This is an optimization exercise on Yosys and OpenROAD, whose aim is small area, not a production implementation.
No driver is modelled on the clock port, so clocking that relies on it looks cheaper here than on a real chip.
No activity file was given, so power comes from the tool's default toggle rates.

==> v10 <==
==> flow/design.v <==
module uart_rx #(
    parameter CLK_FREQ      = 50_000_000    ,
    parameter BAUD_RATE     = 9600          ,
    parameter DATA_WIDTH    = 8             ,
    parameter PARITY        = 0             ,
    parameter STOP_BIT      = 1
)(
    input   logic                   clk             ,
    input   logic                   rst             ,
    output  logic [DATA_WIDTH-1:0]  m_axis_tdata    ,
    output  logic                   m_axis_tvalid   ,
    input   logic                   m_axis_tready   ,
    output  logic                   frame_error     ,
    output  logic                   parity_error    ,
    input   logic                   rx_wire
);
    localparam logic [8:0] POS_0   = 9'b011000111;   
    localparam logic [8:0] POS_217 = 9'b000010000;   
    logic       rx_d0, rx_d1, rx_flag;
    logic [8:0] lfsr;
    logic [3:0] tick_cnt;      
    logic [7:0] shreg;
    logic       par;
    wire tick  = lfsr[0] & ~lfsr[1] & ~lfsr[3] & ~lfsr[4] & ~lfsr[5] & ~lfsr[6] & lfsr[7];
    wire pos_v = ~(lfsr[0] | lfsr[1] | lfsr[3] | lfsr[5] | lfsr[6] | lfsr[7] | lfsr[8]);
    wire rx_negedge = rx_d1 & ~rx_d0;
    assign m_axis_tvalid = rx_flag & pos_v & (tick_cnt == 4'd0);    
    assign m_axis_tdata  = shreg;
    assign parity_error  = par;
    assign frame_error   = ~rx_d0;
    always_ff @(posedge clk or posedge rst) begin
        if (rst) begin
            rx_d0    <= 1'b0;
            rx_d1    <= 1'b0;
            rx_flag  <= 1'b0;
        end else begin
            rx_d0    <= rx_wire;
            rx_d1    <= rx_d0;
            rx_flag  <= rx_negedge | (rx_flag & ~m_axis_tvalid);
        end
    end
    always_ff @(posedge clk) begin
        tick_cnt <= rx_flag ? tick_cnt + {3'd0, tick} : 4'd5;
        lfsr <= !rx_flag ? POS_0 : tick ? POS_217 : {lfsr[7:0], lfsr[8] ^ lfsr[1]};
        if (tick && tick_cnt[3:1] != 3'b111)
            shreg <= {rx_wire, shreg[7:1]};
        if (tick)
            par <= (tick_cnt == 4'd5) ? 1'b0 : (tick_cnt == 4'd15) ? par : par ^ rx_wire;
    end
endmodule
module uart_tx #(
    parameter CLK_FREQ      = 50_000_000    ,
    parameter BAUD_RATE     = 9600          ,
    parameter DATA_WIDTH    = 8             ,
    parameter PARITY        = 0             ,
    parameter STOP_BIT      = 1
)(
    input   logic                   clk             ,
    input   logic                   rst             ,
    input   logic [DATA_WIDTH-1:0]  s_axis_tdata    ,
    input   logic                   s_axis_tvalid   ,
    output  logic                   s_axis_tready   ,
    output  logic                   tx_wire
);
    localparam logic [8:0] POS_0 = 9'b000010000;
    logic [8:0] lfsr;
    logic [9:0] shreg;
    logic       par;           
    wire last = lfsr[0] & ~lfsr[1] & ~lfsr[3] & ~lfsr[4] & ~lfsr[5] & ~lfsr[6] & lfsr[7];
    wire hs   = s_axis_tvalid & s_axis_tready;
    wire tail = (shreg[9:1] == 9'd0);      
    always_ff @(posedge clk or posedge rst) begin
        if (rst)
            s_axis_tready <= 1'b1;
        else if (hs)
            s_axis_tready <= 1'b0;
        else if (last && tail && !shreg[0])
            s_axis_tready <= 1'b1;
    end
    always_ff @(posedge clk) begin
        lfsr <= (s_axis_tready | last) ? POS_0 : {lfsr[7:0], lfsr[8] ^ lfsr[1]};
        if (hs)
            shreg <= {1'b1, s_axis_tdata, 1'b0};
        else if (last)
            shreg <= {1'b0, shreg[9:1]};
        par  <= s_axis_tready ? 1'b0 : par ^ (last & shreg[0] & ~tail);
    end
    assign tx_wire = s_axis_tready | (tail ? (~shreg[0] | par) : shreg[0]);
endmodule
module uart #(
    parameter CLK_FREQ      = 50_000_000    ,
    parameter BAUD_RATE     = 115200        ,
    parameter DATA_WIDTH    = 8             ,
    parameter PARITY        = 2             ,    
    parameter STOP_BIT      = 1                  
)(
    input   logic                   clk             ,
    input   logic                   rst             ,
    input   logic [DATA_WIDTH-1:0]  s_axis_tdata    ,
    input   logic                   s_axis_tvalid   ,
    output  logic                   s_axis_tready   ,
    output  logic [DATA_WIDTH-1:0]  m_axis_tdata    ,
    output  logic                   m_axis_tvalid   ,
    input   logic                   m_axis_tready   ,
    output  logic                   frame_error     ,        
    output  logic                   parity_error    ,        
    input   logic                   rx_wire         ,
    output  logic                   tx_wire         
);
    uart_rx #(
        .CLK_FREQ      (CLK_FREQ  ),
        .BAUD_RATE     (BAUD_RATE ),
        .DATA_WIDTH    (DATA_WIDTH),
        .PARITY        (PARITY    ),
        .STOP_BIT      (STOP_BIT  )   
    )u_uart_rx(
        .clk             ,
        .rst             ,
        .m_axis_tdata    ,
        .m_axis_tvalid   ,
        .m_axis_tready   ,
        .frame_error     ,
        .parity_error    ,
        .rx_wire         
    );
    uart_tx #(
        .CLK_FREQ      (CLK_FREQ  ),
        .BAUD_RATE     (BAUD_RATE ),
        .DATA_WIDTH    (DATA_WIDTH),    
        .PARITY        (PARITY    ),
        .STOP_BIT      (STOP_BIT  )   
    )u_uart_tx(
        .clk             ,
        .rst             ,
        .s_axis_tdata    ,
        .s_axis_tvalid   ,
        .s_axis_tready   ,
        .tx_wire         
    );
endmodule
==> flow/flow/run.sh <==
#!/bin/bash
# Standard layout, with two changes: the port buffers are buf_1 cells, and the
# clock is distributed by a few buffers placed by flow/cts_pre.tcl instead of
# TritonCTS's tree (TritonCTS then finds no net to build). Each ORFS step logs
# to orfs/logs/; make's output goes to standard.log.
set -o pipefail
source flow/params.sh
bash standard.sh \
  BUFFER_PORTS_ARGS="-buffer_cell sky130_fd_sc_hd__buf_1" \
  PRE_CTS_TCL="$PWD/flow/cts_pre.tcl" \
  CTS_GROUPS="$CTS_GROUPS" CTS_CELL="$CTS_CELL" \
  CTS_ARGS="-clk_nets clk -dont_use_dummy_load -buf_list $CTS_CELL" \
  finish > standard.log 2>&1
==> flow/flow/cts_pre.tcl <==
# Clock distribution for this small design: the clock pins are split into
# CTS_GROUPS groups by x position, and one buffer of type CTS_CELL, placed at
# the centroid of its group, drives each group. This replaces TritonCTS's
# H-tree, which splits the sinks into groups of at most 15.
set groups $::env(CTS_GROUPS)
set block [ord::get_db_block]
set clk_net [$block findNet clk]
set master [[ord::get_db] findMaster $::env(CTS_CELL)]
set sinks {}
foreach it [$clk_net getITerms] {
  set loc [[$it getInst] getLocation]
  lappend sinks [list [lindex $loc 0] [lindex $loc 1] $it]
}
set sinks [lsort -integer -index 0 $sinks]
set n [llength $sinks]
for {set g 0} {$g < $groups} {incr g} {
  set lo [expr {($g * $n) / $groups}]
  set hi [expr {(($g + 1) * $n) / $groups - 1}]
  set buf [odb::dbInst_create $block $master clkbuf_root_$g]
  set net [odb::dbNet_create $block clk_root_$g]
  $net setSigType CLOCK
  set sx 0
  set sy 0
  foreach s [lrange $sinks $lo $hi] {
    set sx [expr {$sx + [lindex $s 0]}]
    set sy [expr {$sy + [lindex $s 1]}]
    set it [lindex $s 2]
    $it disconnect
    $it connect $net
  }
  set cnt [expr {$hi - $lo + 1}]
  [$buf findITerm A] connect $clk_net
  [$buf findITerm X] connect $net
  $buf setLocation [expr {$sx / $cnt}] [expr {$sy / $cnt}]
  $buf setPlacementStatus PLACED
  puts "cts_pre: clkbuf_root_$g drives $cnt clock pins"
}
==> flow/flow/params.sh <==
CTS_GROUPS=2
CTS_CELL=sky130_fd_sc_hd__clkbuf_8
==> flow/standard.sh <==
#!/bin/bash
# synth_recipe.tcl (not shown) runs the flow's synth.tcl, then flattens the netlist and writes it again
# the make line also repeats each setting of config.mk as NAME=value (left out here)
make -C /OpenROAD-flow-scripts/flow DESIGN_CONFIG=/design/flow/config.mk WORK_HOME=/design/flow/orfs CLKGATE_MAP_FILE= SYNTH_SCRIPT=/design/flow/synth_recipe.tcl "${@:-finish}"
==> flow/config.mk <==
export PLATFORM = sky130hd
export DESIGN_NAME = uart
export DESIGN_NICKNAME = uart
export VERILOG_FILES = /design/flow/design.v
export SDC_FILE = /design/flow/constraint.sdc
export NUM_CORES = 4
export LEC_CHECK = 0
export CAP_MARGIN = 20
export CORE_MARGIN = 2
export CORE_UTILIZATION = 40
export SLEW_MARGIN = 20
==> flow/constraint.sdc <==
create_clock -name core_clock -period 20.0 [get_ports {clk}]
set_input_delay 4.0000 -clock core_clock [delete_from_list [all_inputs] [get_ports {clk}]]
set_output_delay 4.0000 -clock core_clock [all_outputs]
set_load 0.01 [all_outputs]
==> v39 (differences from v10) <==
--- a/flow/flow/run.sh
+++ b/flow/flow/run.sh
@@ -9,5 +9,5 @@
   BUFFER_PORTS_ARGS="-buffer_cell sky130_fd_sc_hd__buf_1" \
   PRE_CTS_TCL="$PWD/flow/cts_pre.tcl" \
-  CTS_GROUPS="$CTS_GROUPS" CTS_CELL="$CTS_CELL" \
+  CTS_GROUPS="$CTS_GROUPS" CTS_CELL="$CTS_CELL" CTS_ROOT="$CTS_ROOT" \
   CTS_ARGS="-clk_nets clk -dont_use_dummy_load -buf_list $CTS_CELL" \
   finish > standard.log 2>&1
==> flow/flow/cts_pre.tcl (replaced) <==
# Clock distribution for this small design, in place of TritonCTS's H-tree
# (which splits the sinks into groups of at most 15 with a buffer each).
# The clock pins are split into CTS_GROUPS groups by x position; one cell of
# type CTS_CELL, placed at the centroid of its group, drives each group. If
# CTS_ROOT is set, the clock port drives one CTS_ROOT cell, placed at the
# centroid of all sinks, and that cell drives the group cells (use a pair of
# inverters to keep the clock's polarity).
set groups $::env(CTS_GROUPS)
set block [ord::get_db_block]
set db [ord::get_db]
set clk_net [$block findNet clk]
set sinks {}
set ax 0
set ay 0
foreach it [$clk_net getITerms] {
  set loc [[$it getInst] getLocation]
  lappend sinks [list [lindex $loc 0] [lindex $loc 1] $it]
  set ax [expr {$ax + [lindex $loc 0]}]
  set ay [expr {$ay + [lindex $loc 1]}]
}
set n [llength $sinks]
set src_net $clk_net
if {[info exists ::env(CTS_ROOT)] && $::env(CTS_ROOT) ne ""} {
  set root [odb::dbInst_create $block [$db findMaster $::env(CTS_ROOT)] clkbuf_root]
  set src_net [odb::dbNet_create $block clk_root]
  $src_net setSigType CLOCK
  [$root findITerm A] connect $clk_net
  [$root findITerm Y] connect $src_net
  $root setLocation [expr {$ax / $n}] [expr {$ay / $n}]
  $root setPlacementStatus PLACED
}
set master [$db findMaster $::env(CTS_CELL)]
set out_pin [expr {[string match *inv* $::env(CTS_CELL)] ? "Y" : "X"}]
set sinks [lsort -integer -index 0 $sinks]
for {set g 0} {$g < $groups} {incr g} {
  set lo [expr {($g * $n) / $groups}]
  set hi [expr {(($g + 1) * $n) / $groups - 1}]
  set buf [odb::dbInst_create $block $master clkbuf_leaf_$g]
  set net [odb::dbNet_create $block clk_leaf_$g]
  $net setSigType CLOCK
  set sx 0
  set sy 0
  foreach s [lrange $sinks $lo $hi] {
    set sx [expr {$sx + [lindex $s 0]}]
    set sy [expr {$sy + [lindex $s 1]}]
    set it [lindex $s 2]
    $it disconnect
    $it connect $net
  }
  set cnt [expr {$hi - $lo + 1}]
  [$buf findITerm A] connect $src_net
  [$buf findITerm $out_pin] connect $net
  $buf setLocation [expr {$sx / $cnt}] [expr {$sy / $cnt}]
  $buf setPlacementStatus PLACED
  puts "cts_pre: clkbuf_leaf_$g drives $cnt clock pins"
}
==> flow/flow/params.sh (replaced) <==
CTS_GROUPS=1
CTS_CELL=sky130_fd_sc_hd__clkinv_16
CTS_ROOT=sky130_fd_sc_hd__clkinv_1
==> v3 (differences from v10) <==
==> flow/flow/run.sh (replaced) <==
#!/bin/bash
# Standard layout, with two changes: the port buffers are buf_1 cells, and the
# clock is distributed by the small tree of flow/cts_tree.tcl instead of
# TritonCTS's H-tree (flow/cts_pre.tcl and flow/cts_post.tcl, hooked around
# the CTS step). Each ORFS step logs to orfs/logs/; make's output goes to
# standard.log.
set -o pipefail
source flow/params.sh
bash standard.sh \
  BUFFER_PORTS_ARGS="-buffer_cell sky130_fd_sc_hd__buf_1" \
  PRE_CTS_TCL="$PWD/flow/cts_pre.tcl" \
  POST_CTS_TCL="$PWD/flow/cts_post.tcl" \
  CTS_GROUPS="$CTS_GROUPS" CTS_CELL="$CTS_CELL" CTS_ROOT="$CTS_ROOT" \
  CTS_ARGS="-clk_nets clk -dont_use_dummy_load -buf_list sky130_fd_sc_hd__clkbuf_1" \
  finish > standard.log 2>&1
==> flow/flow/cts_post.tcl (new file) <==
# After CTS: put the clock pins back on net clk, remove the temporary buffer,
# build the clock tree of flow/cts_tree.tcl and legalize its cells.
set block [ord::get_db_block]
set clk_net [$block findNet clk]
set tmp_net [$block findNet clk_tmp]
set tmp [$block findInst clk_tmp_buf]
foreach it [$tmp_net getITerms] {
  if {[$it getInst] ne $tmp} {
    $it disconnect
    $it connect $clk_net
  }
}
odb::dbInst_destroy $tmp
odb::dbNet_destroy $tmp_net
source [file join [file dirname [info script]] cts_tree.tcl]
detailed_placement
check_placement -verbose
estimate_parasitics -placement
report_clock_skew
==> flow/flow/cts_pre.tcl (replaced) <==
# Before CTS: hide the clock pins behind one temporary buffer, so that
# TritonCTS (run on net clk only) finds a single sink and builds nothing, and
# repair_clock_inverters finds no inverter to clone.
set block [ord::get_db_block]
set clk_net [$block findNet clk]
set tmp [odb::dbInst_create $block [[ord::get_db] findMaster sky130_fd_sc_hd__clkbuf_1] clk_tmp_buf]
set tmp_net [odb::dbNet_create $block clk_tmp]
$tmp_net setSigType CLOCK
foreach it [$clk_net getITerms] {
  $it disconnect
  $it connect $tmp_net
}
[$tmp findITerm A] connect $clk_net
[$tmp findITerm X] connect $tmp_net
set core [$block getCoreArea]
$tmp setLocation [$core xMin] [$core yMin]
$tmp setPlacementStatus PLACED
==> flow/flow/cts_tree.tcl (new file) <==
# Clock distribution for this small design, in place of TritonCTS's H-tree
# (which splits the sinks into groups of at most 15 with a buffer each).
# The clock pins are split into CTS_GROUPS groups by x position; one cell of
# type CTS_CELL, placed at the centroid of its group, drives each group. If
# CTS_ROOT is set, the clock port drives one CTS_ROOT cell, placed at the
# centroid of all sinks, and that cell drives the group cells (use a pair of
# inverters to keep the clock's polarity).
set groups $::env(CTS_GROUPS)
set block [ord::get_db_block]
set db [ord::get_db]
set clk_net [$block findNet clk]
set sinks {}
set ax 0
set ay 0
foreach it [$clk_net getITerms] {
  set loc [[$it getInst] getLocation]
  lappend sinks [list [lindex $loc 0] [lindex $loc 1] $it]
  set ax [expr {$ax + [lindex $loc 0]}]
  set ay [expr {$ay + [lindex $loc 1]}]
}
set n [llength $sinks]
set src_net $clk_net
if {[info exists ::env(CTS_ROOT)] && $::env(CTS_ROOT) ne ""} {
  set root [odb::dbInst_create $block [$db findMaster $::env(CTS_ROOT)] clkbuf_root]
  set src_net [odb::dbNet_create $block clk_root]
  $src_net setSigType CLOCK
  [$root findITerm A] connect $clk_net
  [$root findITerm Y] connect $src_net
  $root setLocation [expr {$ax / $n}] [expr {$ay / $n}]
  $root setPlacementStatus PLACED
}
set master [$db findMaster $::env(CTS_CELL)]
set out_pin [expr {[string match *inv* $::env(CTS_CELL)] ? "Y" : "X"}]
set sinks [lsort -integer -index 0 $sinks]
for {set g 0} {$g < $groups} {incr g} {
  set lo [expr {($g * $n) / $groups}]
  set hi [expr {(($g + 1) * $n) / $groups - 1}]
  set buf [odb::dbInst_create $block $master clkbuf_leaf_$g]
  set net [odb::dbNet_create $block clk_leaf_$g]
  $net setSigType CLOCK
  set sx 0
  set sy 0
  foreach s [lrange $sinks $lo $hi] {
    set sx [expr {$sx + [lindex $s 0]}]
    set sy [expr {$sy + [lindex $s 1]}]
    set it [lindex $s 2]
    $it disconnect
    $it connect $net
  }
  set cnt [expr {$hi - $lo + 1}]
  [$buf findITerm A] connect $src_net
  [$buf findITerm $out_pin] connect $net
  $buf setLocation [expr {$sx / $cnt}] [expr {$sy / $cnt}]
  $buf setPlacementStatus PLACED
  puts "cts_pre: clkbuf_leaf_$g drives $cnt clock pins"
}
==> flow/flow/params.sh (replaced) <==
CTS_GROUPS=1
CTS_CELL=sky130_fd_sc_hd__clkinv_16
CTS_ROOT=sky130_fd_sc_hd__inv_2
--- a/flow/config.mk
+++ b/flow/config.mk
@@ -8,4 +8,4 @@
 export CAP_MARGIN = 20
 export CORE_MARGIN = 2
-export CORE_UTILIZATION = 40
+export CORE_UTILIZATION = 70
 export SLEW_MARGIN = 20
==> comparison table <==
Clock group: v39 -; v10 0.0478 mW; v3 0.0325 mW
Critical Path Start: v39 -; v10 u_uart_tx.shreg[7]; v3 u_uart_tx.shreg[7]
Int Power: v39 -; v10 0.1673 mW; v3 0.1495 mW
Post-Place Setup Slack: v39 14660 ps; v10 14660 ps; v3 14700 ps
Combinational share of power: v39 -; v10 0.160; v3 0.174
Clock insertion delay at the later pin of the skew report: v39 -; v10 410 ps; v3 180 ps
Result of the run: v39 did not finish; v10 timing/DRC/antenna clean; v3 timing/DRC/antenna clean
Last stage reached: v39 5_1_grt; v10 -; v3 -
Slowest-stage cell, CP: v39 -; v10 sky130_fd_sc_hd__edfxtp_1; v3 sky130_fd_sc_hd__edfxtp_1
Worst Setup End Kind: v39 -; v10 primary output; v3 primary output
Worst relative slew slack: v39 -; v10 0.4188; v3 0.4176
Fraction of the cycle the final worst path needs: v39 -; v10 0.2906; v3 0.2779
Final hold slack: v39 -; v10 398.1 ps; v3 388.6 ps
Standby leakage power: v39 -; v10 0.7079 nW; v3 0.6876 nW
Power per standard cell area: v39 -; v10 121.9 nW/um^2; v3 118.6 nW/um^2
Top power consumer group: v39 -; v10 sequential cells; v3 sequential cells
Filler instances: v39 -; v10 364; v3 138
Hold Startpoint: v39 -; v10 u_uart_rx.rx_d0; v3 u_uart_rx.rx_d0
Worst hold path endpoint: v39 -; v10 u_uart_rx.rx_d1; v3 u_uart_rx.rx_d1
Function was not checked in any run of this note: the RTL went through the layout flow alone.

[afterwards: timing with drivers on the ports]
In the flow no input, the clock included, has a driving cell. The finished layouts below were timed again as built, in two steps. Step 1: set_driving_cell puts a clkbuf_16 on clk and a buf_2 on each other input, an assumption about the parent block. Step 2 moves the port delays by t, midway between the first and last clock arrival at a register: inputs arrive t later, outputs are due t later. That takes back most of the time a late clock gives input paths. a / b / c = no drivers / after step 1 / after step 2; a / b = the first two.
run | t (ns) | setup WS [ns] | cell pins on the clock port's net
v10 | 0.426 | 14.187 / 14.163 / 14.589 | 1
v3 | 0.205 | 14.442 / 14.418 / 14.623 | 1
After both steps setup and hold are still met in every run listed.
